From an optimization exercise on the open Yosys and OpenROAD flow, aimed at small area and a short achievable clock period; shortcuts taken in it are not production practice. RTL that was checked went through simulation tests only; none was proved equivalent to the original.

## fir_bandstop
module fir_bandstop ( clk, in, out );
input  wire clk;
input  wire [15:0]in;
output wire [57:0]out;
wire [33:0] y;
wire ys;
wire [23:0] sg;
fir fir_bs_inst(
	.clk(clk),
	.in(in),
	.y(y),
	.ys(ys)
	);
genvar i;
generate
	for (i=0; i<24; i=i+1) begin: sign
		fir_sreg r ( .clk(clk), .d(ys), .q(sg[i]) );
	end
endgenerate
assign out = {sg, y};
endmodule
clock: 12.0 ns
lec_check: 0
abc_clock_period_in_ps: 3000
cap_margin: 20
core_margin: 2
core_utilization: 50
cts_cluster_diameter: 60
cts_cluster_size: 30
slew_margin: 20
synth_hierarchical: 1
synth_minimum_keep_size: 0
standard.sh (not shown) runs the stock make flow with config.mk's settings and CLKGATE_MAP_FILE= SYNTH_SCRIPT=/design/flow/synth_recipe.tcl, a recipe that flattens the netlist after the stock synthesis.
==> flow/flow/run.sh <==
#!/bin/bash
set -euo pipefail
export BUFFER_PORTS_ARGS="-buffer_cell sky130_fd_sc_hd__buf_2"
export SETUP_SLACK_MARGIN=8.5
export CTS_ARGS="-sink_clustering_enable -repair_clock_nets -sink_clustering_size 24 -sink_clustering_max_diameter 45 -root_buf sky130_fd_sc_hd__clkbuf_16 -sink_clustering_buffer sky130_fd_sc_hd__clkbuf_8 -dont_use_dummy_load"
bash standard.sh > standard.log 2>&1   # ORFS's own logs stay under orfs/logs/
The first run finished clean.
Change:
ABC_AREA = 1   (was not set)
ABC_CLOCK_PERIOD_IN_PS = not set   (was 3000)
Result: The changed run completed without violations. Synthesized area rose by a few percent. Via count rose by about a fifth. Final area rose by a few percent.
Change:
ABC_AREA = not set   (was 1)
The changed run finished clean; worst setup slack gets better by 0.022 ns; non-clock buffer count is lower by 11; cell area came out lower by 5.4%; first-iteration DRC count drops by 21%; synthesized cell count shrinks by 21%.
Change:
==> flow/flow/run.sh (replaced) <==
#!/bin/bash
set -euo pipefail
export BUFFER_PORTS_ARGS="-buffer_cell sky130_fd_sc_hd__buf_2"
export SETUP_SLACK_MARGIN=8.6
export CTS_ARGS="-sink_clustering_enable -repair_clock_nets -sink_clustering_size 20 -sink_clustering_max_diameter 50 -root_buf sky130_fd_sc_hd__clkbuf_16 -sink_clustering_buffer sky130_fd_sc_hd__clkbuf_8 -dont_use_dummy_load"
bash standard.sh > standard.log 2>&1   # ORFS's own logs stay under orfs/logs/
The new run finished with timing, DRC and antenna clean.
Hold slack improves by 0.0068 ns.
Global-route usage stays flat.
Final area came out higher slightly.
Setup slack gets worse by 0.0056 ns.
Via count went up slightly.


fir_bandstop, a different RTL version from the one above (not shown whole).
Size: ~0.057 sq mm of cells after synthesis.
## fir_bandstop
module fir_bandstop ( clk, in, out );
input  wire clk;
input  wire [15:0]in;
output wire [57:0]out;
wire [33:0] y;
fir fir_bs_inst(
	.clk(clk),
	.in(in),
	.y(y)
	);
assign out = {{24{y[33]}}, y};
endmodule
Settings: LEC_CHECK=0, CAP_MARGIN=50, CORE_MARGIN=2, CORE_UTILIZATION=50, SLEW_MARGIN=75, SYNTH_HIERARCHICAL=1, SYNTH_MINIMUM_KEEP_SIZE=0; clock period 12.0 ns.
run.sh (not shown) runs the stock make flow with config.mk's settings and CLKGATE_MAP_FILE= SYNTH_SCRIPT=/design/flow/synth_recipe.tcl, a recipe that flattens the netlist after the stock synthesis.
Stock flow here: none of the scripts above is used.
The starting point ran to the end with no violations.
Change:
CAP_MARGIN = 20   (was 50)
SLEW_MARGIN = 20   (was 75)
=>
- first-iteration DRC count drops by about 0.8%
- setup slack loses 0.14 ns
- utilization fell by 1.9 points
- routed wire length goes down by about 0.7%
- synthesized area is unchanged
Function was not checked in any run of this note: the RTL went through the layout flow alone.


== run 1 ==
Another version of the RTL of fir_bandstop (not shown whole).
Size in the first run: ~75 I/O pins.
clock: 12.0 ns
lec_check: 0
cap_margin: 20
core_margin: 2
core_utilization: 50
slew_margin: 20
synth_hierarchical: 1
synth_minimum_keep_size: 0
What run 2 does differently from run 1 at the input level:
- CAP_MARGIN: 20 -> 50
- SLEW_MARGIN: 20 -> 75
[summary]
- The final reports for run 2 and run 1 show data arrival time at the worst-slack endpoint lower in the former.
- Looking at layout overhead on the synthesized area across run 2 and run 1, the one that comes out higher is run 2.
- [run 2 vs run 1] number of clock buffer instances in the layout: lower in run 2
- Between run 2 and run 1, routed wire length is higher for run 2, run 1 comes in under that.
Edits applied to the flow inputs when going from run 2 to run 3:
- changing CORE_UTILIZATION from 50 to 55
- setting CTS_BUF_LIST to sky130_fd_sc_hd__clkbuf_4 sky130_fd_sc_hd__clkbuf_8 for the first time
- changing SLEW_MARGIN from 75 to 20
- setting CTS_CLUSTER_SIZE to 25 for the first time
- changing CAP_MARGIN from 50 to 20
==> summary.txt <==
- Measured against each other, run 2 and run 3 differ in count of clock-net buffers in the final layout, the higher figure coming from run 3.
- A highest-delay cell along the critical path of sky130_fd_sc_hd__fa_4 is what run 2 shows, while sky130_fd_sc_hd__o21ai_0 belongs to run 3.
- The run with more routed wire is run 2, not run 3.
- Multi-input combinational cell area came out lower on run 3 than on run 2.
- Re via count: run 2 was higher than run 3.
- Against run 2, wire length of the first global-routing pass in run 3 came out better.
Function was not checked in any run of this note: the RTL went through the layout flow alone.


## willow
Another version of the RTL of fir_bandstop (not shown whole).
Size: about 930 flip-flops.
==> flow/config.mk <==
export PLATFORM = sky130hd
export DESIGN_NAME = fir_bandstop
export DESIGN_NICKNAME = fir_bandstop
export VERILOG_FILES = /design/flow/design.v
export SDC_FILE = /design/flow/constraint.sdc
export NUM_CORES = 4
export LEC_CHECK = 0
export CAP_MARGIN = 20
export CORE_MARGIN = 2
export CORE_UTILIZATION = 50
export CTS_CLUSTER_DIAMETER = 60
export CTS_CLUSTER_SIZE = 30
export SLEW_MARGIN = 20
export SYNTH_HIERARCHICAL = 1
export SYNTH_MINIMUM_KEEP_SIZE = 0
==> flow/constraint.sdc <==
create_clock -name core_clock -period 12.0 [get_ports {clk}]
set_input_delay 2.4000 -clock core_clock [delete_from_list [all_inputs] [get_ports {clk}]]
set_output_delay 2.4000 -clock core_clock [all_outputs]
set_load 0.01 [all_outputs]
standard.sh (not shown) runs the stock make flow with config.mk's settings and CLKGATE_MAP_FILE= SYNTH_SCRIPT=/design/flow/synth_recipe.tcl, a recipe that flattens the netlist after the stock synthesis.
==> flow/flow/run.sh <==
#!/bin/bash
set -euo pipefail
export BUFFER_PORTS_ARGS="-buffer_cell sky130_fd_sc_hd__buf_2"
export SETUP_SLACK_MARGIN=8.45
export CTS_ARGS="-sink_clustering_enable -repair_clock_nets -sink_clustering_size 30 -sink_clustering_max_diameter 60 -dont_use_dummy_load"
bash standard.sh > standard.log 2>&1
willow: all stages complete, timing, DRC and antenna checks passed
### willow -> raven
==> flow/flow/run.sh <==
#!/bin/bash
# The standard layout (the standard.sh: ORFS synthesis to final layout), with one change:
# the buffers that ORFS puts on every input and output port are sky130_fd_sc_hd__buf_2
# instead of the delay cell that buffer_ports picks by default.
set -euo pipefail
export BUFFER_PORTS_ARGS="-buffer_cell sky130_fd_sc_hd__buf_2"
bash standard.sh > standard.log 2>&1
--- outcome ---
Going from willow to raven, number of buffers other than clock buffers in the final layout moved down; post-layout worst setup margin went down; critical path depth held steady; slew at the pin with the worst max-slew slack increased by 0.15 ns relative to the old numbers.
met3 usage, raven and willow, higher one = raven.
The inputs of ember differ from those of raven as listed below.
# raven
export LEC_CHECK = 0
export CAP_MARGIN = 20
export CORE_MARGIN = 2
export CORE_UTILIZATION = 50
export CTS_CLUSTER_DIAMETER = 60
export CTS_CLUSTER_SIZE = 30
export SLEW_MARGIN = 20
export SYNTH_HIERARCHICAL = 1
export SYNTH_MINIMUM_KEEP_SIZE = 0
create_clock -name core_clock -period 12.0 [get_ports {clk}]
# ember
export LEC_CHECK = 0
export CAP_MARGIN = 20
export CORE_MARGIN = 2
export CORE_UTILIZATION = 50
export CTS_CLUSTER_DIAMETER = 45
export CTS_CLUSTER_SIZE = 40
export SLEW_MARGIN = 20
export SYNTH_HIERARCHICAL = 1
export SYNTH_MINIMUM_KEEP_SIZE = 0
create_clock -name core_clock -period 12.0 [get_ports {clk}]
==> flow/flow/run.sh <==
#!/bin/bash
set -euo pipefail
export BUFFER_PORTS_ARGS="-buffer_cell sky130_fd_sc_hd__buf_2"
export SETUP_SLACK_MARGIN=8.45
bash standard.sh > standard.log 2>&1
--- outcome ---
Side by side, number of gates given a new drive strength after cts turned out higher in ember than in raven.
The via count of the first global-routing pass of ember and that of raven are within noise of each other.
| worst hold margin | lower: ember |
Summary of ember over raven: maximum number of pins on one net before global-route repair decreased by about 20% relative to the old numbers; post-layout instance area increased by 1.9% relative to the old numbers; register share of the cell area closely matched the old numbers; detailed-route via count increased by 231 relative to the old numbers.
ember vs raven — clock buffer count from CTS rose 25.
End of the critical path: out[54] -> ember, fir_bs_inst.q1_2962$_DFF_P_ -> raven
--- input diff ember..juniper ---
# ember
export LEC_CHECK = 0
export CAP_MARGIN = 20
export CORE_MARGIN = 2
export CORE_UTILIZATION = 50
export CTS_CLUSTER_DIAMETER = 45
export CTS_CLUSTER_SIZE = 40
export SLEW_MARGIN = 20
export SYNTH_HIERARCHICAL = 1
export SYNTH_MINIMUM_KEEP_SIZE = 0
create_clock -name core_clock -period 12.0 [get_ports {clk}]
# juniper
export LEC_CHECK = 0
export CAP_MARGIN = 20
export CORE_MARGIN = 2
export CORE_UTILIZATION = 62
export CTS_CLUSTER_DIAMETER = 60
export CTS_CLUSTER_SIZE = 30
export SLEW_MARGIN = 20
export SYNTH_HIERARCHICAL = 1
export SYNTH_MINIMUM_KEEP_SIZE = 0
create_clock -name core_clock -period 12.0 [get_ports {clk}]
-- flow/flow/run.sh --
<<< ember, line 4
export SETUP_SLACK_MARGIN=8.45
bash standard.sh > standard.log 2>&1
>>> juniper, line 4
export SETUP_SLACK_MARGIN=8.6
export CTS_ARGS="-sink_clustering_enable -repair_clock_nets -sink_clustering_size 20 -sink_clustering_max_diameter 50 -root_buf sky130_fd_sc_hd__clkbuf_16 -sink_clustering_buffer sky130_fd_sc_hd__clkbuf_8 -dont_use_dummy_load"
bash standard.sh > standard.log 2>&1   # ORFS's own logs stay under orfs/logs/
Results
Taking ember as the reference, in juniper final count of pins violating max slew stayed essentially flat; number of global-route vias before repair rose by 2,343.
Lower sequential share of layout area was reported by ember, not juniper.
juniper vs ember — wire length of the first global-routing pass climbed by a few percent
ember has a higher horizontal die dimension than juniper.
Per the comparison of juniper with ember, area taken by multi-input logic gates increased by 0.51% relative to the old numbers.
ember has lower worst setup slack for register-to-register paths than juniper.

-- re-timing with driven ports --
In the flow no input, the clock included, has a driving cell. The finished layouts below were timed again as built, in two steps. Step 1, drivers: a clkbuf_16 drives clk and a buf_2 each remaining input, both assumed. Step 2 also shifts input and output timing later by t, the mid clock arrival at the registers, as if the neighbouring blocks saw the same clock. a / b / c = ideal ports / drivers / drivers and shift; a / b = the first two.
| run | shift t [ns] | slack for setup (ns) | latest minus earliest clock arrival (ns) |
|---|---|---|---|
| the first run of note 1 | 0.705 | 8.488 / 8.421 / 8.535 | 0.075 / 0.076 |
| the second run of note 1 | 0.751 | 8.466 / 8.387 / 8.501 | 0.103 / 0.104 |
| the third run of note 1 | 0.705 | 8.488 / 8.421 / 8.535 | 0.075 / 0.076 |
| the fourth run of note 1 | 0.699 | 8.483 / 8.404 / 8.529 | 0.103 / 0.104 |
| the first run of note 2 | 0.766 | 6.937 / 6.937 / 6.937 | 0.028 / 0.027 |
| the second run of note 2 | 0.777 | 6.794 / 6.794 / 6.794 | 0.024 / 0.024 |
| run 1 | 0.772 | 6.828 / 6.828 / 6.828 | 0.041 / 0.041 |
| run 2 | 0.770 | 6.989 / 6.989 / 6.989 | 0.045 / 0.045 |
| run 3 | 0.909 | 6.760 / 6.760 / 6.760 | 0.046 / 0.045 |
| willow | 0.731 | 8.454 / 8.388 / 8.454 | 0.100 / 0.100 |
| raven | 0.774 | 8.099 / 8.099 / 8.099 | 0.036 / 0.035 |
| ember | 0.782 | 8.439 / 8.361 / 8.446 | 0.041 / 0.041 |
| juniper | 0.716 | 8.436 / 8.360 / 8.565 | 0.092 / 0.092 |
After both steps every run listed still meets setup and hold.
